This is an optimization exercise on Yosys and OpenROAD, whose aim is small area, a short achievable clock period and few clock cycles per item, not a production implementation.
Where RTL was checked, it was by simulation tests only, not by an equivalence proof against the original.
Function not checked in runs 1, 2 and 7: the RTL went through the layout flow alone.
No activity file was given, so power comes from the tool's default toggle rates.

==> flow/design.v <==
/*verilator lint_off DECLFILENAME*/
module exe_log2_plus_one
(
    input [31:0] in,
    output [5:0] out
);
    wire [7:0] v;
    wire [1:0] p [0:7];
    genvar g;
    generate
        for (g = 0; g < 8; g = g + 1) begin : nib
            wire [3:0] x = in[4*g+3:4*g];
            assign v[g] = |x;
            assign p[g] = x[3] ? 2'd3 : x[2] ? 2'd2 : x[1] ? 2'd1 : 2'd0;
        end
    endgenerate
    wire [2:0] k = v[7] ? 3'd7 : v[6] ? 3'd6 : v[5] ? 3'd5 : v[4] ? 3'd4 :
                   v[3] ? 3'd3 : v[2] ? 3'd2 : v[1] ? 3'd1 : 3'd0;
    assign out = (|v) ? {1'b0, k, p[k]} + 6'd1 : 6'd0;
endmodule
module exe_add_pfx #(parameter W = 32, parameter L = 5)
(
    input  [W-1:0] a,
    input  [W-1:0] b,
    input          ci,
    output [W-1:0] s,
    output         co
);
    wire [W-1:0] g [0:L];
    wire [W-1:0] p [0:L];
    assign g[0] = a & b;
    assign p[0] = a ^ b;
    genvar i, j;
    generate
        for (i = 0; i < L; i = i + 1) begin : lvl
            for (j = 0; j < W; j = j + 1) begin : bt
                if (j & (1 << i)) begin : blk
                    localparam integer K = ((j >> i) << i) - 1;
                    assign g[i+1][j] = g[i][j] | (p[i][j] & g[i][K]);
                    assign p[i+1][j] = p[i][j] & p[i][K];
                end else begin : pass
                    assign g[i+1][j] = g[i][j];
                    assign p[i+1][j] = p[i][j];
                end
            end
        end
    endgenerate
    wire [W:0] c;
    assign c[0] = ci;
    generate
        for (j = 1; j <= W; j = j + 1) begin : cy
            assign c[j] = g[L][j-1] | (p[L][j-1] & ci);
        end
    endgenerate
    assign s  = p[0] ^ c[W-1:0];
    assign co = c[W];
endmodule
module exe_neg_pfx #(parameter W = 32, parameter L = 5)
(
    input  [W-1:0] x,
    output [W-1:0] y
);
    wire [W-1:0] o [0:L];
    assign o[0] = x;
    genvar i, j;
    generate
        for (i = 0; i < L; i = i + 1) begin : lvl
            for (j = 0; j < W; j = j + 1) begin : bt
                if (j & (1 << i)) begin : blk
                    localparam integer K = ((j >> i) << i) - 1;
                    assign o[i+1][j] = o[i][j] | o[i][K];
                end else begin : pass
                    assign o[i+1][j] = o[i][j];
                end
            end
        end
    endgenerate
    assign y = x ^ {o[L][W-2:0], 1'b0};
endmodule
/*verilator lint_off DECLFILENAME*/
module div(
    input [0:0]         clk,
    input [0:0]         rstn,
    input flush_by_writeback,
    input [0:0]         div_en_in,
    input [0:0]         div_op,
    input [0:0]         div_sign,
    input [ 31:0 ]      div_sr0,
    input [ 31:0 ]      div_sr1,
    input [ 4:0 ]       div_addr_in,
    input [31:0]        div_pc_in,
    input [31:0]        div_inst_in,
    output reg [0:0]    div_en_out,
    output reg [0:0]    stall_by_div,
    output [ 31:0 ]     div_result,
    output [ 4:0 ]      div_addr_out,
    output [31:0]       div_pc_out,
    output [31:0]       div_inst_out
);
localparam PREP = 2'd0;
localparam ITER = 2'd1;
localparam NEG  = 2'd2;
reg [1:0]  phase;
reg [31:0] rem;       
reg [31:0] y;         
reg        cin;       
reg [31:0] quo;       
reg [5:0]  la;        
reg [5:0]  lb;        
reg        bz;        
reg [4:0]  cnt;       
reg        sa_r;      
reg        qn;        
reg        sel;       
reg        neg;       
reg [4:0]  addr;
reg [31:0] pc;
reg [31:0] inst;
wire        sa = div_sign & div_sr0[31];
wire        sb = div_sign & div_sr1[31];
wire [31:0] va = div_sr0 ^ {32{sa}};
wire [31:0] vb = div_sr1 ^ {32{sb}};
wire        pa = sa & ~|(div_sr0[30:0] & ~div_sr0[31:1]);
wire        pb = sb & ~|(div_sr1[30:0] & ~div_sr1[31:1]);
wire [31:0] xa = va | ({va[30:0], 1'b1} & {32{pa}});
wire [31:0] xb = vb | ({vb[30:0], 1'b1} & {32{pb}});
wire [5:0]  la_w;
wire [5:0]  lb_w;
exe_log2_plus_one log2_1(xa, la_w);
exe_log2_plus_one log2_2(xb, lb_w);
wire [6:0]  d   = {1'b0, la} - {1'b0, lb};
wire        go  = ~d[6] & ~bz;
wire [63:0] ysh = {y, {32{cin}}} << d[4:0];
wire [31:0] t;
wire        ge;
exe_add_pfx #(.W(32), .L(5)) add (.a(rem), .b(y), .ci(cin), .s(t), .co(ge));
wire [31:0] mag = sel ? rem : quo;
wire [31:0] nmag;
exe_neg_pfx #(.W(32), .L(5)) ng (.x(mag), .y(nmag));
assign div_result   = mag;
assign div_addr_out = addr;
assign div_pc_out   = pc;
assign div_inst_out = inst;
wire start = div_en_in & ~div_en_out;
wire fin   = (phase == NEG) || (phase == ITER && cnt == 0 && !neg) ||
             (phase == PREP && !go);
always @(posedge clk) begin
    if (!rstn || flush_by_writeback) begin
        stall_by_div <= 0;
        div_en_out   <= 0;
    end else if (stall_by_div) begin
        if (fin) begin
            stall_by_div <= 0;
            div_en_out   <= 1;
        end
    end else begin
        stall_by_div <= start;
        div_en_out   <= 0;
    end
end
always @(posedge clk) begin
    if (stall_by_div) begin
        case (phase)
            PREP: begin
                if (sa_r & go) rem <= nmag;
                quo   <= 0;
                y     <= ysh[63:32];
                cnt   <= d[4:0];
                neg   <= go & (sel ? sa_r : qn);
                phase <= ITER;
            end
            ITER: begin
                if (ge) rem <= t;
                quo <= {quo[30:0], ge};
                y   <= {1'b1, y[31:1]};
                cnt <= cnt - 1;
                if (cnt == 0) phase <= NEG;
            end
            default: begin
                rem <= nmag;
                sel <= 1;
            end
        endcase
    end else begin
        phase <= PREP;
        rem   <= div_sr0;
        quo   <= div_sr0;
        y     <= div_sr1 ^ {32{~sb}};
        cin   <= ~sb;
        la    <= la_w;
        lb    <= lb_w;
        bz    <= div_sr1 == 0;
        sa_r  <= sa;
        qn    <= sa ^ sb;
        sel   <= div_op;
        addr  <= div_addr_in;
        pc    <= div_pc_in;
        inst  <= div_inst_in;
    end
end
endmodule
==> flow/run.sh <==
#!/bin/bash
# synth_recipe.tcl (not shown) runs the flow's synth.tcl, then flattens the netlist and writes it again
# the make line also repeats each setting of config.mk as NAME=value (left out here)
make -C /OpenROAD-flow-scripts/flow DESIGN_CONFIG=/design/flow/config.mk WORK_HOME=/design/flow/orfs CLKGATE_MAP_FILE= SYNTH_SCRIPT=/design/flow/synth_recipe.tcl finish
==> flow/config.mk <==
export PLATFORM = sky130hd
export DESIGN_NAME = div
export DESIGN_NICKNAME = div
export VERILOG_FILES = /design/flow/design.v
export SDC_FILE = /design/flow/constraint.sdc
export NUM_CORES = 4
export LEC_CHECK = 0
export CAP_MARGIN = 20
export CORE_MARGIN = 2
export CORE_UTILIZATION = 40
export PLACE_DENSITY = 0.6
export SETUP_SLACK_MARGIN = 3.0
export SLEW_MARGIN = 20
==> flow/constraint.sdc <==
create_clock -name core_clock -period 6.0 [get_ports {clk}]
set_input_delay 1.2000 -clock core_clock [delete_from_list [all_inputs] [get_ports {clk}]]
set_output_delay 1.2000 -clock core_clock [all_outputs]
set_load 0.01 [all_outputs]
==> flow_summary_export.csv, run 1 <==
group,metric,value,unit
pwr,power.leakage,8.49,nW
pwr,ir_drop,0.249,mV
sta,drv_slew,0,
status,outcome,"timing/DRC/antenna clean",
logic_synthesis,synth_area,0.0142,mm^2
drt,via_per_inst,6.09,
global_routing,grt_pass1_vias,13628,
sta,tns,0,ns
critical_path,arrival,4.26,ns
drt,routed_wl,57000,um
layout,final_util,61.6,%
flow_run,cap_violations,0,
drt,routedWlPerCell,23.6,um
drt,drc,0,
pwr,swShare,39.2,%
critical_path,critPathRequiredTime,6.18,ns
logic_synthesis,synth_top_area_share,39.7,%
layout,regArea,0.00573,mm^2
logic_synthesis,synth_nets,1696,
critical_path,r2r_cells,16,
pwr,p_seq_share,27.8,%
pwr,power.switching,2.53,mW
die,num_rows,69,
die,io_pins,242,
pwr,power_density,297,mW/mm^2
logic_synthesis,ys_seq_elements,192,
clock_network,root_buffer,"clkbuf_16",
sta,skew,0.0140,ns
logic_synthesis,synth.distinct_cells,89,
layout,num_antenna_cells,0,
critical_path,worstSetupPathType,"in -> reg",
logic_synthesis,syn_inst,1508,
critical_path,crit_path_max_fanout,5,
clock_network,clk_pin_slew,0.08,ns
layout,n_fill_cell,2909,
logic_synthesis,syn_avg_cell_area,9.42,um^2
sta,relSlewSlack,31.6,%
logic_synthesis,ys_warn_count,4,
clock_network,cts_tree,"yes",
die,die_w,192,um
global_routing,grt_usage,29.6,%
sta,fmax,245,MHz
die,design.die.area,0.0370,mm^2
drt,postRouteAntennaNets,0,
critical_path,crit_path_end_kind,"register",
global_routing,grt_pass1_wl,82300,um
sta,rsz0062_at_grt,"true",
clock_network,holdBufCountCts,0,
clock_network,clk_latency,0.46,ns
clock_network,ctsLongestPathBuffers,2,
hold_path,min_delay_path_depth,2,
logic_synthesis,yosysSeqAreaShare,40.3,%
drt,drtIter0Drc,1563,
pwr,combPwrFrac,52.9,%
critical_path,cp-start-kind,"input port",
pwr,internal_power,3.93,mW
placement,place_congestion,0.929,
logic_synthesis,yosys-top-cells-area,"edfxtp_1 (40%), ha_1 (4.1%), nand2_1 (4.0%)",
layout,multi_input_area,0.00981,mm^2
layout,area_delta_synth_final,53.1,%
sta,min_period,4.08,ns
sta,finalCritPeriodShare,68.0,%
placement,portBuffers,241,
hold_path,hold_path_class,"reg -> reg",
logic_synthesis,async_flop_share,0,%
global_routing,antenna_found_initial,1,
layout,layout-drive-gt1-share,37.6,%
sta,hold_viol,0,
clock_network,cts_buffers,17,
logic_synthesis,synth_top_flop_cell,"edfxtp_1",
logic_synthesis,synth_area_leader_cell,"edfxtp_1",
clock_network,cts-htree-levels,4,
die,design.core.area,0.0353,mm^2
sta,setup_viol,0,
pwr,p_clk_share,19.3,%
global_routing,grt_max_degree,75,
placement,hpwl,37500,um
layout,fin_nets,2130,
die,die_y,192,um
drt,vias,14721,
die,start_util,40.2,%
clock_network,clkSinkCount,192,
global_routing,gr-total-overflow,0,
sta,tightest_slew,1.02,ns
drt,drt-pass1-iter-count,6,
logic_synthesis,synth_edf_count,188,
## placed cells by master, fill, tap and decap left out, types with 16 or more instances in the layout
cell	synthesis	routed
buf_4	2	202
edfxtp_1	188	188
clkdlybuf4s50_1	0	144
nand2_1	153	140
nor2_1	122	100
a21oi_1	106	76
xnor2_1	65	58
o21ai_0	86	57
buf_6	2	56
inv_1	58	40
buf_2	13	39
nand3_1	31	28
a21oi_2	0	26
nor2b_1	35	24
ha_1	47	24
o21ai_1	10	22
xor2_1	26	22
o22ai_1	25	21
nor3_1	27	21
a21o_1	20	20
mux2i_4	0	20
clkbuf_16	0	20
a211oi_1	29	19
mux2_4	0	18
mux2i_1	44	18
buf_12	0	18
o211ai_1	17	17
inv_2	4	16
ha_4	0	16
clkbuf_2	0	16
## layer usage
metal  track usage [%]  wire length [um]  share of wire [%]  vias to the layer above
li1                  -                 -                  -                     6569
met1              39.9             23500                 41                     7199
met3              5.36              5210                9.1                      135
met2              46.7             25800                 45                      818
met4              12.7              2570                4.5                        0
met5                 0                 0                  0                        -
## cell usage after synthesis, types with 6 or more instances
cell type,count
clkbuf_1,65
a21o_1,20
nand3_1,31
buf_2,13
or3_1,17
o21ai_1,10
mux2i_1,44
o21bai_1,6
edfxtp_1,188
or2_2,15
a221oi_1,7
a22oi_1,22
nor2b_1,35
o221ai_1,7
o21a_1,11
nor3b_1,6
inv_1,58
nand2b_1,12
buf_1,14
o31ai_1,18
nand2_1,153
o22ai_1,25
o211ai_1,17
mux4_2,14
and2_1,10
and3_1,10
nor2_1,122
mux2_2,23
a21oi_1,106
xnor2_1,65
ha_1,47
a211oi_1,29
nor3_1,27
o21ai_0,86
a22o_1,7
xor2_1,26
a31oi_1,19
o31a_1,7
## metrics by stage
step	worst slack [ns]	cells	hold WS, ns	total power, mW	instance area (um^2)
6_report	1.92	2416	0.538	6.46	21700
5_1_grt	1.82	2416	0.572	6.74	21700
4_1_cts	2.04	2351	0.538	5.86	20500
3_5_place_dp	0.719	2149	0.528	4.06	17400
3_3_place_gp	0.697	2149	0.503	4.05	17400
2_1_floorplan	1.69	1508	0.513	3.29	14700
## repair_timing
action | 4_1_cts | 5_1_grt
gates resized for setup | 583 | 258
pin swaps | 93 | 114
setup buffers | 159 | 61
cloned | 11 | 4
endpoints found under the setup margin | 127 | 122
## worst paths after layout
path                                               from                       to  slack [ns]
worst max register to register        sel$_SDFFCE_PP1N_        rem[28]$_DFFE_PP_        2.60
worst min register to register  div_en_out$_SDFFE_PP0N_  div_en_out$_SDFFE_PP0N_        0.54
worst min-delay path            div_en_out$_SDFFE_PP0N_  div_en_out$_SDFFE_PP0N_        0.54
worst max-delay path                        div_sr1[12]      lb[2]$_SDFFCE_PN0N_        1.92
## critical path, cell delays in order
cell      delay (ns)
buf_6           0.09
buf_6           0.11
or2_4           0.24
a221oi_4        0.33
nand4_4         0.21
buf_12          0.19
buf_4           0.13
o211ai_1        0.14
o311ai_1        0.14
a221oi_2        0.40
nand3b_1        0.17
o211ai_1        0.17
a21oi_2         0.11
ha_2            0.21
buf_4           0.13
buf_6           0.10
xor2_1          0.13
nor2_1          0.05
## power by group through the flow
stage / Sequential [mW] / Combinational [mW] / Clock, mW
after global placement: 1.82 / 2.23 / 0
after CTS: 1.78 / 2.82 / 1.26
after floorplan: 1.75 / 1.54 / 0
after global routing: 1.80 / 3.62 / 1.32
final: 1.79 / 3.42 / 1.25
after detailed placement: 1.83 / 2.24 / 0
## cells by family (layout without fill, tap and decap cells)
logic type,Yosys count,count (layout),share of synthesized area [%]
and+or+nand+nor,481,484,16.6
buffers and inverters,158,601,4.45
adders and majority gates,49,49,4.42
AOI/OAI and AO/OA,455,456,21.4
xor gates and xnor gates,91,91,5.61
DFF,192,192,40.3
muxes,82,82,7.22
## state kept, by name (all words and copies together) (netlist names), 2 cells and up
register	cells
inst	32
pc	32
quo	32
rem	32
y	32
la	6
lb	6
addr	5
cnt	5
phase	2
## cell type report
type                    count  area share, %
flip-flops and latches    192           26.3
inverters                  62           1.20
clock inverters            14          0.915
clock buffers              18           1.97
repair buffers            507           21.8
multi-input cells        1162           45.1
well taps                 461           2.65
==> inputs of run 2 (changes only) <==
--- a/flow/config.mk
+++ b/flow/config.mk
@@ -11,3 +11,2 @@
 export PLACE_DENSITY = 0.6
-export SETUP_SLACK_MARGIN = 3.0
 export SLEW_MARGIN = 20
==> run 2 against run 1 <==
Effect of this change: area after synthesis is the same; sequential share of layout area up 6.0 points; power fell by 19%; non-clock buffer count down 227; final area shrank 19%; register-to-register slack worse by 1.3 ns.
==> flow_summary_export.csv, run 2 <==
group,metric,value,unit
die,start_util,40.2,%
sta,rsz0062_at_grt,"false",
layout,num_antenna_cells,0,
drt,postRouteAntennaNets,0,
clock_network,clk_pin_slew,0.07,ns
layout,final_common_cell,"clkdlybuf4s50_1",
pwr,power.leakage,6.65,nW
clock_network,cts_tree,"yes",
clock_network,postCtsSetupBuffers,0,
logic_synthesis,synth_nets,1696,
logic_synthesis,yosysSeqAreaShare,40.3,%
global_routing,grt_max_degree,54,
clock_network,cts_buffers,17,
clock_network,root_buffer,"clkbuf_16",
logic_synthesis,syn_avg_cell_area,9.42,um^2
placement,portBuffers,241,
layout,n_fill_cell,3346,
logic_synthesis,synth_top_flop_cell,"edfxtp_1",
clock_network,clkSinkCount,192,
status,outcome,"timing/DRC/antenna clean",
hold_path,hold_path_class,"reg -> reg",
critical_path,critPathRequiredTime,6.30,ns
sta,setup_viol,0,
critical_path,worstSetupPathType,"in -> reg",
layout,final_util,50.1,%
critical_path,critPathSlowestCell,"clkdlybuf4s50_1",
die,num_rows,69,
critical_path,cp-start-kind,"input port",
sta,skew,0.0189,ns
logic_synthesis,syn_inst,1508,
sta,relSlewSlack,33.1,%
critical_path,timing.rr.end,"rem[27]$_DFFE_PP_",
critical_path,crit_start,"div_sr1[1]",
critical_path,rrSetupSlack,1.33,ns
placement,dp_cells,2153,
pwr,ir_drop,0.229,mV
logic_synthesis,yosys-top-cells-area,"edfxtp_1 (40%), ha_1 (4.1%), nand2_1 (4.0%)",
sta,tightest_slew,0.994,ns
sta,min_period,5.08,ns
sta,drv_slew,0,
drt,drt-pass1-iter-count,5,
die,design.core.area,0.0353,mm^2
layout,layout_common_cells,"clkdlybuf4s50_1 (241), edfxtp_1 (188), nand2_1 (152)",
drt,vias,12980,
logic_synthesis,ys_seq_elements,192,
global_routing,grt_pass1_vias,12229,
logic_synthesis,synth.distinct_cells,89,
pwr,total_power,5.22,mW
critical_path,r2r-start,"y[13]$_DFFE_PP_",
critical_path,critPathMaxStageDelay,0.70,ns
critical_path,cp.buffers_inverters,1,
logic_synthesis,ys_warn_count,4,
die,die_y,192,um
layout,instances_no_fill,2185,
critical_path,cp_top_family,"simple AND/OR/NAND/NOR gates",
layout,layout-drive-gt1-share,9.05,%
logic_synthesis,synth_area,0.0142,mm^2
placement,hpwl,37000,um
clock_network,ctsLongestPathBuffers,2,
flow_run,cap_violations,0,
drt,routedWlPerCell,22.4,um
logic_synthesis,synth_area_leader_cell,"edfxtp_1",
drt,via_per_inst,5.94,
clock_network,clk_latency,0.47,ns
layout,area_delta_synth_final,24.5,%
logic_synthesis,synth_edf_count,188,
drt,drc,0,
die,die_w,192,um
critical_path,cp.depth,14,
layout,fin_nets,1899,
critical_path,arrival,5.38,ns
critical_path,crit_end,"lb[4]$_SDFFCE_PN0N_",
sta,hold_viol,0,
clock_network,cts_resized,0,
clock_network,holdBufCountCts,0,
critical_path,crit_chain,"clkdlybuf4s50_1 -> nor2b_1 -> nor4_1 -> nand4_2 -> o31a_1 -> o32ai_1 -> and2_1 -> o21ai_1 -> o21a_1 -> o21bai_1 -> a22oi_1 -> ha_1 -> or3b_1 -> a22oi_1",
die,design.die.area,0.0370,mm^2
sta,tns,0,ns
drt,routed_wl,48900,um
critical_path,crit_path_end_kind,"register",
logic_synthesis,synth_top_area_share,39.7,%
logic_synthesis,async_flop_share,0,%
global_routing,grt_pass1_wl,73800,um
global_routing,gr-total-overflow,0,
drt,drtIter0Drc,1014,
sta,finalCritPeriodShare,84.7,%
clock_network,cts-htree-levels,4,
logic_synthesis,synth_commonest_cells,"edfxtp_1 (188), nand2_1 (153), nor2_1 (122)",
critical_path,r2r_cells,12,
pwr,power_density,295,mW/mm^2
logic_synthesis,synth_most_common_cell,"edfxtp_1",
placement,place_congestion,0.945,
critical_path,cp_common_cell,"a22oi_1",
die,io_pins,242,
sta,whs,0.542,ns
critical_path,crit_path_max_fanout,10,
sta,fmax,197,MHz
global_routing,antenna_found_initial,1,
global_routing,grt_usage,26.4,%
## run 2: cell counts after synthesis
No cell type changed its count.
## run 2: cells by family after synthesis
kind of cell,Yosys count,synth area share [%]
AO/OA/AOI/OAI,455,21.4
XOR/XNOR,91,5.61
adder cells (fa/ha/maj),49,4.42
buffers and inverters,158,4.45
flip-flops,192,40.3
multiplexers,82,7.22
AND/OR/NAND/NOR,481,16.6
## run 2: routing by layer
layer	global-route usage, %	up-vias	routed length [um]
met3	4.98	53	3730
met5	0	-	0
li1	-	6061	-
met2	42.3	523	22600
met1	36.3	6343	21700
met4	7.22	0	950
## run 2: final cells by class
| class | instances | area, um^2 | share of cell area [%] |
|---|---|---|---|
| Multi-Input combinational cell | 1158 | 7890 | 44.6 |
| Tap cell | 461 | 577 | 3.26 |
| Clock buffer | 17 | 425 | 2.41 |
| Timing Repair Buffer | 280 | 2710 | 15.3 |
| Inverter | 62 | 235 | 1.33 |
| Sequential cell | 192 | 5730 | 32.4 |
| Clock inverter | 15 | 133 | 0.750 |
## run 2: through the flow
step / setup slack (ns) / area, um^2
final: 0.918 / 17700
after global routing: 0.609 / 17700
after CTS: 1.01 / 17700
after detailed placement: 0.545 / 17100
after global placement: 0.607 / 17100
after floorplan: 1.38 / 14200
## run 2: how the worst min path moves through the flow
stage / from / endpoint / cells past startpoint
2_1_floorplan: quo[23]$_DFFE_PP_ / quo[24]$_DFFE_PP_ / 2
6_report: div_en_out$_SDFFE_PP0N_ / div_en_out$_SDFFE_PP0N_ / 2
3_3_place_gp: div_en_out$_SDFFE_PP0N_ / div_en_out$_SDFFE_PP0N_ / 2
3_5_place_dp: quo[7]$_DFFE_PP_ / quo[8]$_DFFE_PP_ / 1
5_1_grt: div_en_out$_SDFFE_PP0N_ / div_en_out$_SDFFE_PP0N_ / 2
4_1_cts: div_en_out$_SDFFE_PP0N_ / div_en_out$_SDFFE_PP0N_ / 2
## run 2: tightest hold or removal path: cells and delay by family, from the launching register on
kind / cells / cell delay [ns]
simple gates: 2 / 0.17
flops: 1 / 0.33
## run 2: report_power, final
| group | leakage (nW) | total, mW | internal, mW | switching (mW) |
|---|---|---|---|---|
| Sequential | 2.00 | 1.78 | 1.64 | 0.140 |
| Clock | 0.272 | 1.13 | 0.578 | 0.554 |
| Combinational | 4.38 | 2.31 | 0.932 | 1.38 |
==> inputs of run 3 (changes only) <==
--- a/flow/design.v
+++ b/flow/design.v
@@ -18,3 +18,3 @@
                    v[3] ? 3'd3 : v[2] ? 3'd2 : v[1] ? 3'd1 : 3'd0;
-    assign out = (|v) ? {1'b0, k, p[k]} + 6'd1 : 6'd0;
+    assign out = (|v) ? {1'b0, k, p[k]} : 6'b111111;
 endmodule
@@ -104,9 +104,9 @@
 reg [31:0] rem;       
-reg [31:0] y;         
+reg [32:0] y;         
 reg        cin;       
 reg [31:0] quo;       
-reg [5:0]  la;        
-reg [5:0]  lb;        
+reg [5:0]  pa;        
+reg [5:0]  pb;        
 reg        bz;        
-reg [4:0]  cnt;       
+reg [5:0]  cnt;       
 reg        sa_r;      
@@ -120,18 +120,12 @@
 wire        sb = div_sign & div_sr1[31];
-wire [31:0] va = div_sr0 ^ {32{sa}};
-wire [31:0] vb = div_sr1 ^ {32{sb}};
-wire        pa = sa & ~|(div_sr0[30:0] & ~div_sr0[31:1]);
-wire        pb = sb & ~|(div_sr1[30:0] & ~div_sr1[31:1]);
-wire [31:0] xa = va | ({va[30:0], 1'b1} & {32{pa}});
-wire [31:0] xb = vb | ({vb[30:0], 1'b1} & {32{pb}});
-wire [5:0]  la_w;
-wire [5:0]  lb_w;
-exe_log2_plus_one log2_1(xa, la_w);
-exe_log2_plus_one log2_2(xb, lb_w);
-wire [6:0]  d   = {1'b0, la} - {1'b0, lb};
+wire [5:0]  pa_w;
+wire [5:0]  pb_w;
+exe_log2_plus_one log2_1(div_sr0 ^ {32{sa}}, pa_w);
+exe_log2_plus_one log2_2(div_sr1 ^ {32{sb}}, pb_w);
+wire [6:0]  d   = {pa[5], pa} - {pb[5], pb} + {6'd0, sa_r};
 wire        go  = ~d[6] & ~bz;
-wire [63:0] ysh = {y, {32{cin}}} << d[4:0];
-wire [31:0] t;
+wire [65:0] ysh = {y, {33{cin}}} << d[5:0];
+wire [32:0] t;
 wire        ge;
-exe_add_pfx #(.W(32), .L(5)) add (.a(rem), .b(y), .ci(cin), .s(t), .co(ge));
+exe_add_pfx #(.W(33), .L(6)) add (.a({1'b0, rem}), .b(y), .ci(cin), .s(t), .co(ge));
 wire [31:0] mag = sel ? rem : quo;
@@ -166,4 +160,4 @@
                 quo   <= 0;
-                y     <= ysh[63:32];
-                cnt   <= d[4:0];
+                y     <= ysh[65:33];
+                cnt   <= d[5:0];
                 neg   <= go & (sel ? sa_r : qn);
@@ -172,5 +166,5 @@
             ITER: begin
-                if (ge) rem <= t;
+                if (ge) rem <= t[31:0];
                 quo <= {quo[30:0], ge};
-                y   <= {1'b1, y[31:1]};
+                y   <= {1'b1, y[32:1]};
                 cnt <= cnt - 1;
@@ -187,6 +181,6 @@
         quo   <= div_sr0;
-        y     <= div_sr1 ^ {32{~sb}};
+        y     <= {1'b1, div_sr1 ^ {32{~sb}}};
         cin   <= ~sb;
-        la    <= la_w;
-        lb    <= lb_w;
+        pa    <= pa_w;
+        pb    <= pb_w;
         bz    <= div_sr1 == 0;
--- a/flow/config.mk
+++ b/flow/config.mk
@@ -11,2 +11,3 @@
 export PLACE_DENSITY = 0.6
+export SETUP_SLACK_MARGIN = 0
 export SLEW_MARGIN = 20
==> run 3 against run 2 <==
Effect of this change: count of clock-buffer cells in the layout is 1 higher; clock skew is 0.0047 ns lower; combinational power is 3% lower; die area is 1.2% lower; sequential share of layout area is 0.81 points higher; power is 1.8% lower; sequential cell count is 2 higher; sequential power hardly changed; critical path type unchanged; largest power group unchanged; highest routed layer unchanged.
==> flow_summary_export.csv, run 3 <==
group,metric,value,unit
logic_synthesis,ys_warn_count,4,
critical_path,crit_path_max_fanout,20,
drt,vias,12352,
placement,hpwl,34000,um
logic_synthesis,synth_most_common_cell,"edfxtp_1",
pwr,power.leakage,6.52,nW
critical_path,crit_start,"div_sign[0]",
drt,drc,0,
drt,routedWlPerCell,21.9,um
sta,setup_slack,1.55,ns
layout,stdcell_area,0.0174,mm^2
critical_path,r2r_cells,11,
sta,drv_slew,0,
drt,dr_wl_met3,3460,um
global_routing,antenna_found_initial,0,
critical_path,worstSetupPathType,"in -> reg",
pwr,ir_drop,0.252,mV
drt,routed.top_layer,"met4",
critical_path,critPathSlowestCell,"clkdlybuf4s50_1",
die,die_w,191,um
critical_path,crit_path_end_kind,"register",
layout,n_fill_cell,3249,
global_routing,grt_pass1_vias,11770,
sta,fmax,225,MHz
sta,relSlewSlack,25.1,%
layout,multi_input_area,0.00776,mm^2
layout,final_common_cell,"clkdlybuf4s50_1",
drt,via_per_inst,5.89,
clock_network,holdBufCountCts,0,
clock_network,cts_resized,0,
layout,regMostFlops,"y",
sta,rsz0062_at_grt,"false",
global_routing,grt_max_degree,73,
layout,largest_reg_flops,33,
logic_synthesis,ys_seq_elements,194,
sta,min_period,4.45,ns
sta,tightest_slew,1.12,ns
drt,routed_wl,46000,um
logic_synthesis,synth_top_flop_cell,"edfxtp_1",
clock_network,clk_latency,0.47,ns
clock_network,cts_buffers,17,
die,design.die.area,0.0366,mm^2
clock_network,postCtsSetupBuffers,0,
logic_synthesis,yosysSeqAreaShare,41.2,%
global_routing,grt_pass1_wl,69400,um
sta,hold_viol,0,
drt,drt-met1-wl,20500,um
sta,finalCritPeriodShare,74.1,%
layout,num_antenna_cells,0,
layout,layout-drive-gt1-share,8.34,%
global_routing,gr-total-overflow,0,
layout,regArea,0.00578,mm^2
logic_synthesis,syn_avg_cell_area,9.77,um^2
pwr,p_clk_share,21.5,%
pwr,power.switching,2.01,mW
pwr,internal_power,3.12,mW
sta,whs,0.512,ns
logic_synthesis,synth_nets,1628,
drt,wl_met2,21100,um
layout,fin_nets,1822,
sta,skew,0.0141,ns
status,outcome,"timing/DRC/antenna clean",
layout,layout_common_cells,"clkdlybuf4s50_1 (241), edfxtp_1 (189), nand2_1 (157)",
logic_synthesis,syn_inst,1436,
drt,drtIter0Drc,939,
critical_path,crit_chain,"clkdlybuf4s50_1 -> and2_4 -> inv_2 -> a22oi_1 -> o21ai_1 -> nand2_1 -> a21oi_2 -> mux4_1 -> a41oi_1 -> mux2i_1 -> or4_1",
pwr,swShare,39.1,%
critical_path,r2r-start,"y[2]$_DFFE_PP_",
critical_path,critPathRequiredTime,6.20,ns
placement,portBuffers,241,
layout,area_delta_synth_final,24.1,%
clock_network,cts_tree,"yes",
placement,dp_slack,1.08,ns
die,die_y,191,um
pwr,power_density,294,mW/mm^2
clock_network,clk_pin_slew,0.08,ns
pwr,combPwrFrac,43.8,%
critical_path,rrSetupSlack,1.63,ns
logic_synthesis,synth_edf_count,189,
placement,place_congestion,0.951,
die,design.core.area,0.0345,mm^2
critical_path,arrival,4.65,ns
global_routing,grt_usage,25.0,%
die,io_pins,242,
logic_synthesis,yosys-top-cells-area,"edfxtp_1 (40%), ha_1 (4.5%), nand2_1 (4.2%)",
drt,drt-pass1-iter-count,6,
clock_network,cts-htree-levels,4,
logic_synthesis,synth_top_area_share,40.4,%
hold_path,hold_path_class,"reg -> reg",
logic_synthesis,async_flop_share,0,%
logic_synthesis,synth_area_leader_cell,"edfxtp_1",
drt,postRouteAntennaNets,0,
clock_network,root_buffer,"clkbuf_16",
placement,placed_cell_area,0.0169,mm^2
logic_synthesis,synth.distinct_cells,93,
flow_run,cap_violations,0,
critical_path,cp-start-kind,"input port",
logic_synthesis,synth_area,0.0140,mm^2
critical_path,critPathMaxStageDelay,0.71,ns
critical_path,timing.rr.end,"rem[30]$_DFFE_PP_",
clock_network,clkSinkCount,194,
die,num_rows,68,
sta,tns,0,ns
sta,setup_viol,0,
critical_path,crit_end,"pb[1]$_SDFFCE_PP1N_",
die,start_util,40.6,%
pwr,p_seq_share,34.7,%
clock_network,ctsLongestPathBuffers,2,
logic_synthesis,synth_commonest_cells,"edfxtp_1 (189), nand2_1 (158), nor2_1 (110)",
==> run 3: kinds of logic after synthesis <==
| family | Yosys count | share of synthesized area, % |
|---|---|---|
| buffers and inverters | 134 | 4.05 |
| DFF | 194 | 41.2 |
| xor gates and xnor gates | 93 | 5.81 |
| muxes | 93 | 8.72 |
| and+or+nand+nor | 463 | 16.1 |
| AOI/OAI and AO/OA | 406 | 19.3 |
| adders and majority gates | 53 | 4.83 |
==> run 3: final cells by class <==
type | instances | area share (%)
Clock buffer | 18 | 2.47
Timing Repair Buffer | 262 | 14.8
Multi-Input combinational cell | 1108 | 44.6
Tap cell | 455 | 3.27
Inverter | 47 | 1.03
Sequential cell | 194 | 33.2
Clock inverter | 14 | 0.704
==> run 3: how the worst min path moves through the flow <==
| stage | depth (start not counted) | start | endpoint |
|---|---|---|---|
| after floorplan | 2 | y[32]$_SDFFE_PN1P_ | y[32]$_SDFFE_PN1P_ |
| after global placement | 2 | y[32]$_SDFFE_PN1P_ | y[32]$_SDFFE_PN1P_ |
| after detailed placement | 2 | y[32]$_SDFFE_PN1P_ | y[32]$_SDFFE_PN1P_ |
| after CTS | 2 | y[32]$_SDFFE_PN1P_ | y[32]$_SDFFE_PN1P_ |
| after global routing | 2 | y[32]$_SDFFE_PN1P_ | y[32]$_SDFFE_PN1P_ |
| final | 2 | y[32]$_SDFFE_PN1P_ | y[32]$_SDFFE_PN1P_ |
==> run 3: critical path: cells and delay by family <==
family | cells | cell delay (ns)
multiplexers | 2 | 0.48
buffers and inverters | 2 | 1.11
AND/OR/NAND/NOR | 3 | 0.97
AO/OA/AOI/OAI | 4 | 0.90
==> run 3: per-layer routing <==
layer | track usage, % | vias to the layer above
met3 | 4.66 | 67
met5 | 0 | -
met2 | 40.1 | 517
met1 | 34.4 | 5956
met4 | 7.49 | 0
li1 | - | 5812
==> run 3: metrics by stage <==
step | util (%) | total power [mW] | cells
floorplan | - | 3.26 | 1436
global placement | 48.8 | 3.99 | 2066
detailed placement | 48.8 | 4.00 | 2066
CTS | 50.4 | 5.11 | 2098
global route | 50.4 | 5.39 | 2098
finish | 50.4 | 5.13 | 2098
==> run 3: power by group through the flow <==
| stage | registers (mW) | clock network (mW) | logic (mW) |
|---|---|---|---|
| global placement | 1.80 | 0 | 2.19 |
| floorplan | 1.75 | 0 | 1.50 |
| finish | 1.78 | 1.10 | 2.25 |
| global route | 1.79 | 1.17 | 2.44 |
| CTS | 1.78 | 1.12 | 2.21 |
| detailed placement | 1.80 | 0 | 2.20 |
Testbench counts of run 3, summed over its fixed seeds: cycles 131,977, items 12,000.
==> inputs of run 4 (changes only) <==
--- a/flow/config.mk
+++ b/flow/config.mk
@@ -11,3 +11,3 @@
 export PLACE_DENSITY = 0.6
-export SETUP_SLACK_MARGIN = 0
+export SETUP_SLACK_MARGIN = 3
 export SLEW_MARGIN = 20
==> run 4 against run 3 <==
Effect of this change: count of clock-buffer cells in the layout increased by 1; routed wire length increased by 17%; critical path depth increased by 2; sequential power about the same; setup slack improved by 0.72 ns; cell count increased by 9.0%; non-clock buffer count increased by 185; final area increased by 21%; largest power group unchanged.
==> flow_summary_export.csv, run 4 <==
group,metric,value,unit
status,outcome,"timing/DRC/antenna clean",
pwr,swShare,39.5,%
die,num_rows,68,
pwr,combPwrFrac,52.5,%
critical_path,critPathSlowestCell,"fa_4",
clock_network,cts_buffers,17,
critical_path,cp_top_family,"adder cells",
logic_synthesis,synth_top_flop_cell,"edfxtp_1",
critical_path,cp.depth,13,
pwr,internal_power,3.77,mW
sta,min_period,3.72,ns
pwr,total_power,6.23,mW
critical_path,crit_path_max_fanout,18,
sta,fmax,269,MHz
critical_path,worstSetupPathType,"reg -> reg",
clock_network,ctsLongestPathBuffers,2,
logic_synthesis,synth_xor_area_share,5.81,%
pwr,power.switching,2.46,mW
clock_network,clk_latency,0.46,ns
placement,dp_cells,2066,
layout,area_delta_synth_final,49.9,%
logic_synthesis,ys_seq_elements,194,
logic_synthesis,synth_top_area_share,40.4,%
critical_path,cp-start-kind,"register",
critical_path,r2r_cells,13,
drt,drc,0,
flow_run,cap_violations,0,
sta,finalCritPeriodShare,62.1,%
die,design.die.area,0.0366,mm^2
logic_synthesis,synth_commonest_cells,"edfxtp_1 (189), nand2_1 (158), nor2_1 (110)",
drt,drt-met1-wl,21800,um
placement,dp_slack,1.09,ns
layout,final_common_cell,"edfxtp_1",
critical_path,critPathRequiredTime,6.18,ns
layout,instances_no_fill,2287,
drt,vias,13693,
critical_path,crit_path_end_kind,"register",
layout,layout-drive-gt1-share,31.1,%
sta,tightest_slew,1.09,ns
hold_path,min_delay_path_depth,1,
sta,hold_viol,0,
global_routing,grt_pass1_wl,78800,um
layout,largest_reg_flops,33,
logic_synthesis,synth_area_leader_cell,"edfxtp_1",
layout,final_util,60.9,%
clock_network,cts-htree-levels,4,
clock_network,clkSinkCount,194,
layout,layout_common_cells,"edfxtp_1 (189), clkdlybuf4s50_1 (174), nand2_1 (144)",
drt,dr_wl_met3,5080,um
pwr,power_density,296,mW/mm^2
drt,routedWlPerCell,23.5,um
layout,stdcell_area,0.0210,mm^2
drt,drtIter0Drc,1431,
logic_synthesis,syn_inst,1436,
sta,relSlewSlack,27.5,%
logic_synthesis,synth_nets,1628,
die,io_pins,242,
layout,num_antenna_cells,0,
global_routing,antenna_found_initial,0,
clock_network,cts_tree,"yes",
layout,fin_nets,2011,
logic_synthesis,synth.distinct_cells,93,
layout,regMostFlops,"y",
logic_synthesis,synth_area,0.0140,mm^2
critical_path,crit_chain,"inv_2 -> ha_4 -> inv_2 -> ha_4 -> fa_4 -> buf_16 -> mux4_2 -> nand2_1 -> nand3_1 -> a21oi_2 -> a211oi_2 -> a311oi_2 -> o22ai_1",
placement,place_congestion,0.935,
die,design.core.area,0.0345,mm^2
logic_synthesis,synth_edf_count,189,
sta,skew,0.0193,ns
sta,setup_viol,0,
logic_synthesis,yosysSeqAreaShare,41.2,%
drt,routed_wl,53800,um
drt,drt-pass1-iter-count,5,
placement,placed_cell_area,0.0169,mm^2
global_routing,grt_pass1_vias,13036,
logic_synthesis,syn_avg_cell_area,9.77,um^2
global_routing,gr-total-overflow,0,
logic_synthesis,yosys-top-cells-area,"edfxtp_1 (40%), ha_1 (4.5%), nand2_1 (4.2%)",
logic_synthesis,synth.area.mux_share,8.72,%
drt,postRouteAntennaNets,0,
drt,wl_met2,24800,um
clock_network,root_buffer,"clkbuf_16",
global_routing,grt_usage,28.7,%
placement,portBuffers,241,
logic_synthesis,synth-compound-area-share,19.3,%
sta,rsz0062_at_grt,"true",
pwr,ir_drop,0.288,mV
drt,routed.top_layer,"met4",
logic_synthesis,ys_warn_count,4,
critical_path,arrival,3.91,ns
drt,via_per_inst,5.99,
logic_synthesis,async_flop_share,0,%
logic_synthesis,synth-simple-area-share,16.1,%
critical_path,critPathMaxStageDelay,0.88,ns
pwr,p_clk_share,18.9,%
sta,drv_slew,0,
pwr,power.leakage,8.15,nW
hold_path,hold_path_class,"reg -> reg",
die,die_w,191,um
critical_path,cp.buffers_inverters,3,
die,die_y,191,um
logic_synthesis,synth_most_common_cell,"edfxtp_1",
global_routing,grt_max_degree,81,
sta,tns,0,ns
clock_network,clk_pin_slew,0.08,ns
logic_synthesis,synth_top_family_by_area,"compound AO/OA/AOI/OAI gates",
logic_synthesis,synthAdderAreaFrac,4.83,%
placement,hpwl,34400,um
pwr,p_seq_share,28.6,%
die,start_util,40.6,%
sta,whs,0.527,ns
sta,setup_slack,2.28,ns
run 4: timing repair:
action / in CTS / in global routing
hold buffers: 0 / 0
buffers inserted: 114 / 60
endpoints found under the setup margin: 132 / 127
pin swaps: 75 / 71
gates resized for setup: 361 / 232
endpoints found under the hold margin: 0 / 0
gates cloned: 13 / 2
run 4: power groups by stage:
stage	clock network, mW	logic, mW	registers (mW)
3_5_place_dp	0	2.24	1.80
5_1_grt	1.25	3.46	1.79
6_report	1.18	3.27	1.78
4_1_cts	1.19	2.86	1.77
2_1_floorplan	0	1.57	1.75
3_3_place_gp	0	2.23	1.80
run 4: layer usage:
metal / up-vias / track usage, %
li1: 6207 / -
met1: 6690 / 38.1
met2: 683 / 45.7
met3: 113 / 5.29
met4: 0 / 12.5
met5: - / 0
run 4: logic make-up (layout without fill, tap and decap cells):
kind of cell             after synthesis  count (layout)
buffers and inverters                134             528
multiplexers                          93              93
adder cells (fa/ha/maj)               53              53
XOR/XNOR                              93              93
AND/OR/NAND/NOR                      463             465
flip-flops                           194             194
AO/OA/AOI/OAI                        406             406
run 4: area by class of cell:
| cell class | count | area (um^2) |
|---|---|---|
| fill | 2913 | 13500 |
| multi-input combinational | 1110 | 9310 |
| sequential | 194 | 5780 |
| timing repair buffer | 447 | 4560 |
| tap | 455 | 569 |
| clock buffer | 19 | 443 |
| inverter | 47 | 204 |
| clock inverter | 13 | 151 |
| timing repair inverter | 2 | 17.5 |
run 4: final timing paths:
check                          startpoint                       to  slack, ns
hold reg to reg   div_en_out$_SDFFE_PP0N_  div_en_out$_SDFFE_PP0N_       0.53
setup reg to reg           sa_r$_DFFE_PN_          y[17]$_DFFE_PP_       2.28
hold / removal    div_en_out$_SDFFE_PP0N_  div_en_out$_SDFFE_PP0N_       0.53
setup / recovery           sa_r$_DFFE_PN_          y[17]$_DFFE_PP_       2.28
==> inputs of run 5 (changes only) <==
--- a/flow/config.mk
+++ b/flow/config.mk
@@ -11,3 +11,3 @@
 export PLACE_DENSITY = 0.6
-export SETUP_SLACK_MARGIN = 3
+export SETUP_SLACK_MARGIN = 4
 export SLEW_MARGIN = 20
==> run 5 against run 4 <==
Effect of this change: critical path type unchanged; sequential cell count unchanged; core utilization increased by 1.8 points; routed wire length is 7.2% higher; count of clock-buffer cells in the layout down 1; setup slack got worse by 0.030 ns; register-to-register slack worse by 0.03 ns; maximum frequency is 0.79% lower; first-iteration DRC count grew 1.2%; clock skew is 0.0028 ns lower; critical endpoint is now y[23]$_DFFE_PP_; still clean on timing, DRC and antenna; power up 3.5%; via count up 3.3%; area after synthesis unchanged.
==> flow_summary_export.csv, run 5 <==
group,metric,value,unit
layout,final_util,62.7,%
drt,postRouteAntennaNets,0,
critical_path,crit_path_end_kind,"register",
critical_path,cp-start-kind,"register",
critical_path,arrival,3.96,ns
drt,routedWlPerCell,24.5,um
drt,routed_wl,57600,um
layout,stdcell_area,0.0217,mm^2
pwr,total_power,6.45,mW
layout,layout_common_cells,"edfxtp_1 (189), buf_4 (171), nand2_1 (147)",
placement,dp_cells,2063,
die,die_w,191,um
layout,area_delta_synth_final,54.4,%
sta,tightest_slew,0.991,ns
drt,drtIter0Drc,1448,
sta,setup_slack,2.25,ns
hold_path,min_delay_path_depth,2,
logic_synthesis,synth_most_common_cell,"edfxtp_1",
layout,layout-drive-gt1-share,39.6,%
logic_synthesis,ys_warn_count,4,
clock_network,clk_latency,0.47,ns
critical_path,rrSetupSlack,2.25,ns
sta,rsz0062_at_grt,"true",
sta,min_period,3.75,ns
layout,instances_no_fill,2349,
global_routing,grt_max_degree,82,
layout,final_common_cell,"edfxtp_1",
die,design.core.area,0.0345,mm^2
pwr,ir_drop,0.273,mV
die,die_y,191,um
critical_path,r2r_cells,14,
global_routing,grt_pass1_vias,13366,
sta,drv_slew,0,
placement,placed_cell_area,0.0175,mm^2
placement,hpwl,35900,um
logic_synthesis,syn_inst,1436,
layout,regMostFlops,"y",
placement,portBuffers,241,
die,start_util,40.6,%
sta,whs,0.551,ns
sta,relSlewSlack,33.9,%
sta,fmax,266,MHz
sta,tns,0,ns
drt,vias,14150,
clock_network,ctsLongestPathBuffers,2,
layout,fin_nets,2073,
logic_synthesis,synth_commonest_cells,"edfxtp_1 (189), nand2_1 (158), nor2_1 (110)",
logic_synthesis,ys_seq_elements,194,
die,design.die.area,0.0366,mm^2
hold_path,min_from,"quo[28]$_DFFE_PP_",
critical_path,critPathRequiredTime,6.21,ns
logic_synthesis,yosysSeqAreaShare,41.2,%
drt,wl_met2,27900,um
drt,dr_wl_met3,4840,um
critical_path,r2r-start,"sa_r$_DFFE_PN_",
clock_network,cts_tree,"yes",
clock_network,holdBufCountCts,0,
layout,largest_reg_flops,33,
placement,dp_slack,1.40,ns
drt,routed.top_layer,"met4",
drt,drc,0,
clock_network,root_buffer,"clkbuf_16",
clock_network,cts_buffers,17,
drt,via_per_inst,6.02,
hold_path,hold_path_class,"reg -> reg",
global_routing,grt_pass1_wl,82400,um
sta,hold_viol,0,
logic_synthesis,synth_top_flop_cell,"edfxtp_1",
layout,num_antenna_cells,0,
logic_synthesis,synth_area_leader_cell,"edfxtp_1",
placement,place_congestion,0.941,
drt,drt-met1-wl,22600,um
die,num_rows,68,
critical_path,timing.rr.end,"y[23]$_DFFE_PP_",
layout,n_fill_cell,2787,
global_routing,gr-total-overflow,0,
critical_path,crit_path_max_fanout,5,
pwr,power_density,298,mW/mm^2
drt,drt-pass1-iter-count,6,
pwr,power.leakage,8.49,nW
logic_synthesis,synth.distinct_cells,93,
flow_run,cap_violations,0,
logic_synthesis,synth_nets,1628,
sta,skew,0.0165,ns
global_routing,antenna_found_initial,1,
logic_synthesis,synth_area,0.0140,mm^2
logic_synthesis,async_flop_share,0,%
status,outcome,"timing/DRC/antenna clean",
logic_synthesis,synth_edf_count,189,
logic_synthesis,syn_avg_cell_area,9.77,um^2
global_routing,grt_usage,30.0,%
clock_network,clk_pin_slew,0.08,ns
sta,finalCritPeriodShare,62.5,%
sta,setup_viol,0,
critical_path,worstSetupPathType,"reg -> reg",
logic_synthesis,yosys-top-cells-area,"edfxtp_1 (40%), ha_1 (4.5%), nand2_1 (4.2%)",
die,io_pins,242,
clock_network,clkSinkCount,194,
hold_path,holdPathEnd,"quo[29]$_DFFE_PP_",
logic_synthesis,synth_top_area_share,40.4,%
clock_network,cts-htree-levels,4,
[run 5: cell counts after synthesis]
No cell type changed its count.
[run 5: routing by layer]
layer  vias up  global-route usage [%]
met3       129                    5.16
met5         -                       0
met2       762                    49.4
met4         0                    10.6
li1       6311                       -
met1      6948                    39.8
[run 5: repair_timing]
item,in CTS,in global routing
gates cloned,16,2
pin swaps,104,103
buffers inserted,167,69
gates resized for setup,722,186
setup endpoints to repair,399,262
[run 5: cells by family (layout without fill, tap and decap cells)]
group / count (synthesis) / count (layout) / synth area share (%)
simple gates: 463 / 468 / 16.1
compound gates: 406 / 406 / 19.3
flops: 194 / 194 / 41.2
buf+inv: 134 / 583 / 4.05
xor+xnor: 93 / 97 / 5.81
mux: 93 / 93 / 8.72
fa+ha+maj: 53 / 53 / 4.83
[run 5: worst max-delay path: stages (launching register included)]
cell and delay [ns]:
edfxtp_1 0.38, inv_2 0.08, ha_4 0.27, inv_2 0.04
ha_4 0.15, fa_4 0.88, buf_12 0.15, mux2i_4 0.22
mux2i_1 0.12, mux2i_1 0.27, and2_4 0.21, nor3_2 0.05
a311oi_2 0.29, a211oi_2 0.10, a221o_1 0.27
[run 5: cell type report]
type                            count  area, um^2  area share, %
Timing Repair inverter              1        8.76         0.0404
Multi-Input combinational cell   1117        9750           45.0
Inverter                           47         198          0.913
Clock inverter                     14         185          0.855
Clock buffer                       18         429           1.98
Tap cell                          455         569           2.63
Timing Repair Buffer              503        4740           21.9
Sequential cell                   194        5780           26.7
[run 5: how the worst max path moves through the flow]
stage / from / to / slack (ns) / depth (start not counted)
6_report: sa_r$_DFFE_PN_ / y[23]$_DFFE_PP_ / 2.25 / 14
5_1_grt: sa_r$_DFFE_PN_ / y[23]$_DFFE_PP_ / 2.16 / 14
4_1_cts: sa_r$_DFFE_PN_ / y[24]$_DFFE_PP_ / 2.41 / 14
3_5_place_dp: div_sr1[31] / pb[1]$_SDFFCE_PP1N_ / 1.40 / 11
3_3_place_gp: div_sr1[31] / pb[1]$_SDFFCE_PP1N_ / 1.48 / 10
2_1_floorplan: div_sr1[19] / pb[1]$_SDFFCE_PP1N_ / 2.54 / 9
[run 5: where the power goes]
part | internal, mW | switching [mW] | total [mW]
Combinational | 1.60 | 1.83 | 3.43
Sequential | 1.64 | 0.149 | 1.79
Clock | 0.639 | 0.590 | 1.23
Total | 3.88 | 2.57 | 6.45
==> inputs of run 6 (changes only) <==
--- a/flow/config.mk
+++ b/flow/config.mk
@@ -11,3 +11,3 @@
 export PLACE_DENSITY = 0.6
-export SETUP_SLACK_MARGIN = 4
+export SETUP_SLACK_MARGIN = 2
 export SLEW_MARGIN = 20
==> run 6 against run 5 <==
Effect of this change: cell count down 10%; die area unchanged; routed wire length is 20% lower; global-route usage is 5.1 points lower; first-iteration DRC count fell by 19%; final area down 19%; clock skew barely moved; synthesized cell count unchanged; via count shrank 12%; clock power down 7%.
==> flow_summary_export.csv, run 6 <==
group,metric,value,unit
hold_path,hold_path_class,"reg -> reg",
clock_network,clk_pin_slew,0.08,ns
global_routing,gr-total-overflow,0,
layout,final_common_cell,"clkdlybuf4s50_1",
die,num_rows,68,
critical_path,cp-start-kind,"input port",
layout,layout_common_cells,"clkdlybuf4s50_1 (238), edfxtp_1 (189), nand2_1 (157)",
sta,rsz0062_at_grt,"false",
drt,routedWlPerCell,22.0,um
die,die_w,191,um
sta,min_period,3.88,ns
sta,tns,0,ns
die,design.core.area,0.0345,mm^2
logic_synthesis,yosys-top-cells-area,"edfxtp_1 (40%), ha_1 (4.5%), nand2_1 (4.2%)",
layout,largest_reg_flops,33,
drt,routed_wl,46300,um
drt,postRouteAntennaNets,0,
drt,drc,0,
logic_synthesis,ys_seq_elements,194,
global_routing,grt_pass1_wl,69300,um
flow_run,cap_violations,0,
logic_synthesis,syn_avg_cell_area,9.77,um^2
critical_path,timing.rr.end,"y[26]$_DFFE_PP_",
drt,vias,12390,
logic_synthesis,synth_top_area_share,40.4,%
critical_path,worstSetupPathType,"in -> reg",
die,start_util,40.6,%
logic_synthesis,synth_commonest_cells,"edfxtp_1 (189), nand2_1 (158), nor2_1 (110)",
hold_path,min_from,"y[32]$_SDFFE_PN1P_",
critical_path,crit_path_max_fanout,6,
drt,via_per_inst,5.89,
global_routing,antenna_found_initial,0,
critical_path,rrSetupSlack,2.15,ns
sta,tightest_slew,0.976,ns
sta,relSlewSlack,34.9,%
global_routing,grt_usage,24.9,%
sta,setup_viol,0,
die,io_pins,242,
clock_network,holdBufCountCts,0,
logic_synthesis,synth_top_flop_cell,"edfxtp_1",
sta,finalCritPeriodShare,64.7,%
sta,hold_viol,0,
sta,fmax,258,MHz
pwr,power_density,298,mW/mm^2
layout,area_delta_synth_final,25.6,%
sta,whs,0.521,ns
critical_path,crit_path_end_kind,"register",
die,die_y,191,um
die,design.die.area,0.0366,mm^2
layout,fin_nets,1827,
sta,skew,0.0161,ns
critical_path,critPathRequiredTime,6.20,ns
global_routing,grt_max_degree,82,
clock_network,clk_latency,0.46,ns
logic_synthesis,synth_nets,1628,
logic_synthesis,synth_area_leader_cell,"edfxtp_1",
clock_network,cts-htree-levels,4,
pwr,power.leakage,6.60,nW
placement,place_congestion,0.932,
clock_network,ctsLongestPathBuffers,2,
status,outcome,"timing/DRC/antenna clean",
logic_synthesis,ys_warn_count,4,
logic_synthesis,synth_most_common_cell,"edfxtp_1",
placement,portBuffers,241,
critical_path,r2r_cells,13,
critical_path,r2r-start,"pb[0]$_SDFFCE_PP1N_",
clock_network,cts_tree,"yes",
placement,hpwl,34000,um
logic_synthesis,yosysSeqAreaShare,41.2,%
logic_synthesis,syn_inst,1436,
hold_path,holdPathEnd,"y[32]$_SDFFE_PN1P_",
layout,regMostFlops,"y",
logic_synthesis,async_flop_share,0,%
global_routing,grt_pass1_vias,11663,
clock_network,root_buffer,"clkbuf_16",
logic_synthesis,synth_area,0.0140,mm^2
logic_synthesis,synth_edf_count,189,
clock_network,cts_buffers,17,
drt,drtIter0Drc,1167,
layout,num_antenna_cells,0,
clock_network,clkSinkCount,194,
drt,drt-pass1-iter-count,5,
sta,drv_slew,0,
hold_path,min_delay_path_depth,2,
pwr,ir_drop,0.271,mV
critical_path,arrival,4.08,ns
layout,layout-drive-gt1-share,8.98,%
logic_synthesis,synth.distinct_cells,93,
==> run 6: logic make-up (layout without fill, tap and decap cells) <==
logic type	after synthesis	after routing	synth area share, %
flip-flops	194	194	41.2
XOR/XNOR	93	93	5.81
AO/OA/AOI/OAI	406	406	19.3
AND/OR/NAND/NOR	463	463	16.1
multiplexers	93	93	8.72
buffers and inverters	134	346	4.05
adder cells (fa/ha/maj)	53	53	4.83
==> run 6: how the worst max path moves through the flow <==
stage	start	endpoint	slack, ns	cells after the start
6_report	div_sr1[18]	pb[1]$_SDFFCE_PP1N_	2.12	10
5_1_grt	div_sr1[18]	pb[1]$_SDFFCE_PP1N_	2.01	10
4_1_cts	pb[0]$_SDFFCE_PP1N_	y[17]$_DFFE_PP_	1.87	13
3_5_place_dp	div_sign[0]	pb[1]$_SDFFCE_PP1N_	1.10	11
3_3_place_gp	div_sign[0]	pb[1]$_SDFFCE_PP1N_	1.18	11
2_1_floorplan	stall_by_div$_SDFF_PP0_	rem[0]$_DFFE_PP_	2.03	5
==> run 6: where the power goes <==
part	switching [mW]	internal, mW	total (mW)	leakage, nW
sequential	0.136	1.64	1.78	2.01
combinational	1.35	0.990	2.34	4.31
clock	0.554	0.587	1.14	0.273
==> run 6: cell type report <==
cell class              count  area, um^2
clock buffers              18         429
clock inverters            14         148
fillers                  3217       16900
inverters                  47         181
multi-input cells        1108        7870
flip-flops and latches    194        5780
well taps                 455         569
repair buffers            267        2650
==> run 6: metrics by stage <==
| step | utilization, % | power (mW) | std cells | setup slack (ns) | area (um^2) |
|---|---|---|---|---|---|
| final | 51.0 | 5.26 | 2103 | 2.12 | 17600 |
| after global routing | 51.0 | 5.54 | 2103 | 2.01 | 17600 |
| after CTS | 50.5 | 5.16 | 2099 | 1.87 | 17400 |
| after detailed placement | 48.8 | 4.00 | 2067 | 1.10 | 16900 |
| after global placement | 48.8 | 3.99 | 2067 | 1.18 | 16900 |
| after floorplan | - | 3.26 | 1436 | 2.03 | 14000 |
==> run 6: per-layer routing <==
layer / up-vias / routed length, um / GRT usage (%)
li1: 5823 / - / -
met1: 5939 / 20300 / 34.0
met2: 561 / 21100 / 39.3
met3: 65 / 3670 / 5.12
met4: 2 / 1170 / 8.61
met5: - / 48 / 0
==> run 6: repair_timing <==
| action | 4_1_cts | 5_1_grt |
|---|---|---|
| setup endpoints to repair | 15 | 53 |
| cloned | 0 | 0 |
| pin swaps | 0 | 1 |
| gates resized for setup | 5 | 20 |
| buffers inserted | 0 | 4 |
==> run 6: critical path: stages <==
cell,delay (ns)
clkdlybuf4s50_1,0.47
or2_0,0.26
or3_4,0.36
o22ai_4,0.19
nand2_1,0.12
a21oi_4,0.26
mux4_1,0.37
a41oi_1,0.22
mux2i_1,0.10
or4_1,0.52
==> inputs of run 7 (changes only) <==
--- a/flow/design.v
+++ b/flow/design.v
@@ -122,5 +122,7 @@
 wire [5:0]  pb_w;
-exe_log2_plus_one log2_1(div_sr0 ^ {32{sa}}, pa_w);
+exe_log2_plus_one log2_1(sa ? {~div_sr0[30:0], 1'b1} : div_sr0, pa_w);
 exe_log2_plus_one log2_2(div_sr1 ^ {32{sb}}, pb_w);
-wire [6:0]  d   = {pa[5], pa} - {pb[5], pb} + {6'd0, sa_r};
+wire [6:0]  d;
+wire        d_co;
+exe_add_pfx #(.W(7), .L(3)) dsub (.a({pa[5], pa}), .b(~{pb[5], pb}), .ci(1'b1), .s(d), .co(d_co));
 wire        go  = ~d[6] & ~bz;
@@ -174,2 +176,4 @@
                 rem <= nmag;
+                quo <= {quo[30:0], ge};
+                y   <= {1'b1, y[32:1]};
                 sel <= 1;
==> run 7 against run 6 <==
Effect of this change: non-clock buffer count increased by 4; cell count increased by 0.52%; critical path type is now reg -> reg; critical endpoint is now rem[12]$_DFFE_PP_; power decreased by 9.0%; via count increased by 0.53%; clock power about the same; count of clock-buffer cells in the layout unchanged; sequential share of layout area decreased by 2.1 points; setup slack improved by 0.041 ns; final area decreased by 4.7%; maximum frequency increased by 1.1%.
==> flow_summary_export.csv, run 7 <==
group,metric,value,unit
logic_synthesis,syn_inst,1451,
pwr,combPwrFrac,40.4,%
sta,relSlewSlack,25.9,%
pwr,p_clk_share,24.4,%
clock_network,clkSinkCount,194,
global_routing,antenna_found_initial,0,
hold_path,hold_path_class,"reg -> reg",
drt,postRouteAntennaNets,0,
die,io_pins,242,
drt,dr_wl_met3,3530,um
global_routing,grt_pass1_vias,11768,
die,design.die.area,0.0345,mm^2
critical_path,cp-start-kind,"register",
pwr,ir_drop,0.243,mV
die,die_w,186,um
die,num_rows,66,
placement,placed_cell_area,0.0161,mm^2
drt,routed.top_layer,"met4",
critical_path,r2r_cells,11,
layout,stdcell_area,0.0168,mm^2
critical_path,crit_path_end_kind,"register",
logic_synthesis,async_flop_share,0,%
drt,drtIter0Drc,1158,
pwr,power.switching,1.82,mW
drt,via_per_inst,5.89,
critical_path,crit_path_max_fanout,20,
pwr,internal_power,2.96,mW
drt,wl_met2,20900,um
logic_synthesis,synth_most_common_cell,"nand2_1",
hold_path,holdPathEnd,"quo[1]$_DFF_P_",
logic_synthesis,synth_nets,1637,
critical_path,critPathRequiredTime,6.13,ns
drt,vias,12456,
logic_synthesis,synth_commonest_cells,"nand2_1 (189), edfxtp_1 (126), o21ai_0 (104)",
hold_path,min_from,"quo[0]$_DFF_P_",
logic_synthesis,ys_warn_count,5,
drt,drc,0,
layout,n_fill_cell,3085,
critical_path,timing.rr.end,"rem[12]$_DFFE_PP_",
sta,skew,0.0128,ns
status,outcome,"timing/DRC/antenna clean",
clock_network,root_buffer,"clkbuf_16",
logic_synthesis,synth_area_leader_cell,"edfxtp_1",
pwr,total_power,4.78,mW
layout,final_common_cell,"clkdlybuf4s50_1",
clock_network,cts_buffers,17,
clock_network,cts-htree-levels,4,
pwr,swShare,38.1,%
logic_synthesis,synth_area,0.0132,mm^2
layout,area_delta_synth_final,27.1,%
sta,drv_slew,0,
logic_synthesis,synth_edf_count,126,
sta,hold_viol,0,
pwr,p_seq_share,35.2,%
logic_synthesis,ys_seq_elements,194,
drt,routed_wl,46200,um
logic_synthesis,yosys-top-cells-area,"edfxtp_1 (29%), dfxtp_1 (10%), mux2i_1 (6.3%)",
global_routing,grt_usage,26.5,%
sta,fmax,260,MHz
sta,min_period,3.84,ns
critical_path,r2r-start,"rem[3]$_DFFE_PP_",
logic_synthesis,yosysSeqAreaShare,39.0,%
sta,whs,0.455,ns
hold_path,min_delay_path_depth,2,
drt,drt-pass1-iter-count,6,
sta,tightest_slew,1.11,ns
critical_path,worstSetupPathType,"reg -> reg",
logic_synthesis,synth.distinct_cells,81,
logic_synthesis,syn_avg_cell_area,9.10,um^2
flow_run,cap_violations,0,
layout,layout_common_cells,"clkdlybuf4s50_1 (241), nand2_1 (189), edfxtp_1 (126)",
drt,drt-met1-wl,20300,um
critical_path,rrSetupSlack,2.16,ns
sta,finalCritPeriodShare,64.0,%
pwr,power_density,285,mW/mm^2
layout,regMostFlops,"y",
clock_network,holdBufCountCts,0,
clock_network,cts_tree,"yes",
clock_network,clk_pin_slew,0.08,ns
layout,num_antenna_cells,0,
die,design.core.area,0.0325,mm^2
global_routing,grt_max_degree,80,
clock_network,ctsLongestPathBuffers,2,
sta,tns,0,ns
logic_synthesis,synth_top_area_share,28.6,%
placement,hpwl,34100,um
sta,rsz0062_at_grt,"false",
placement,place_congestion,0.942,
die,start_util,40.6,%
drt,routedWlPerCell,21.8,um
layout,fin_nets,1845,
placement,portBuffers,241,
sta,setup_viol,0,
logic_synthesis,synth_top_flop_cell,"edfxtp_1",
layout,largest_reg_flops,33,
critical_path,arrival,3.97,ns
die,die_y,186,um
global_routing,gr-total-overflow,0,
layout,layout-drive-gt1-share,8.67,%
pwr,power.leakage,6.40,nW
clock_network,clk_latency,0.47,ns
global_routing,grt_pass1_wl,69400,um
-- run 7: kinds of logic (layout without fill, tap and decap cells) --
| family | after synthesis | after routing | share of synthesized area (%) |
|---|---|---|---|
| AOI/OAI and AO/OA | 391 | 391 | 19.8 |
| xor gates and xnor gates | 84 | 84 | 5.63 |
| adders and majority gates | 47 | 47 | 4.51 |
| buffers and inverters | 128 | 349 | 3.76 |
| DFF | 194 | 194 | 39.0 |
| muxes | 121 | 121 | 9.90 |
| and+or+nand+nor | 486 | 486 | 17.4 |
-- run 7: how the worst max path moves through the flow --
stage | from | end | slack, ns | depth (start not counted)
2_1_floorplan | sel$_SDFFCE_PP1N_ | rem[21]$_DFFE_PP_ | 2.14 | 13
3_3_place_gp | div_sr1[31] | pb[1]$_SDFFCE_PP1N_ | 1.28 | 10
3_5_place_dp | div_sr1[31] | pb[0]$_SDFFCE_PP1N_ | 1.14 | 13
4_1_cts | y[2]$_DFF_P_ | rem[12]$_DFFE_PP_ | 2.03 | 11
5_1_grt | div_sr1[31] | pb[0]$_SDFFCE_PP1N_ | 1.99 | 13
6_report | rem[3]$_DFFE_PP_ | rem[12]$_DFFE_PP_ | 2.16 | 11
-- run 7: worst max-delay path, cell delays in order, from the launching register on --
cell	delay [ns]
edfxtp_1	0.44
ha_1	0.36
and2_1	0.19
nand3_1	0.12
a21oi_1	0.38
o21ai_2	0.19
a21oi_1	0.29
o2111a_1	0.24
nor2_1	0.09
o21a_1	0.24
a31oi_4	0.53
buf_4	0.42
-- run 7: metrics by stage --
stage               utilization [%]  cells  setup slack (ns)
floorplan                         -   1451              2.14
global placement               49.4   2074              1.28
detailed placement             49.4   2074              1.14
CTS                            51.3   2109              2.03
global route                   51.6   2114              1.99
finish                         51.6   2114              2.16
-- run 7: power groups by stage --
stage,clock [mW],combinational [mW],sequential [mW]
3_5_place_dp,0,1.88,1.72
4_1_cts,1.19,1.89,1.69
3_3_place_gp,0,1.87,1.72
2_1_floorplan,0,1.25,1.67
6_report,1.17,1.93,1.69
5_1_grt,1.23,2.10,1.70
-- run 7: what timing repair did --
item | CTS | global route
pin swaps | 0 | 1
hold endpoints to repair | 0 | 0
setup endpoints to repair | 50 | 30
buffers inserted | 3 | 5
resized for setup | 5 | 12
-- run 7: area by class of cell --
cell class,instances,area [um^2],share of cell area [%]
multi-input cells,1129,7680,45.7
flip-flops and latches,194,5150,30.7
repair buffers,271,2650,15.8
well taps,442,553,3.29
clock buffers,18,429,2.56
inverters,46,184,1.10
clock inverters,14,145,0.865
-- run 7: layer usage --
layer  vias to the layer above  GRT usage [%]
met2                       596           41.9
met1                      5951           36.2
met4                         0           11.0
met5                         -              0
li1                       5818              -
met3                        91           4.15
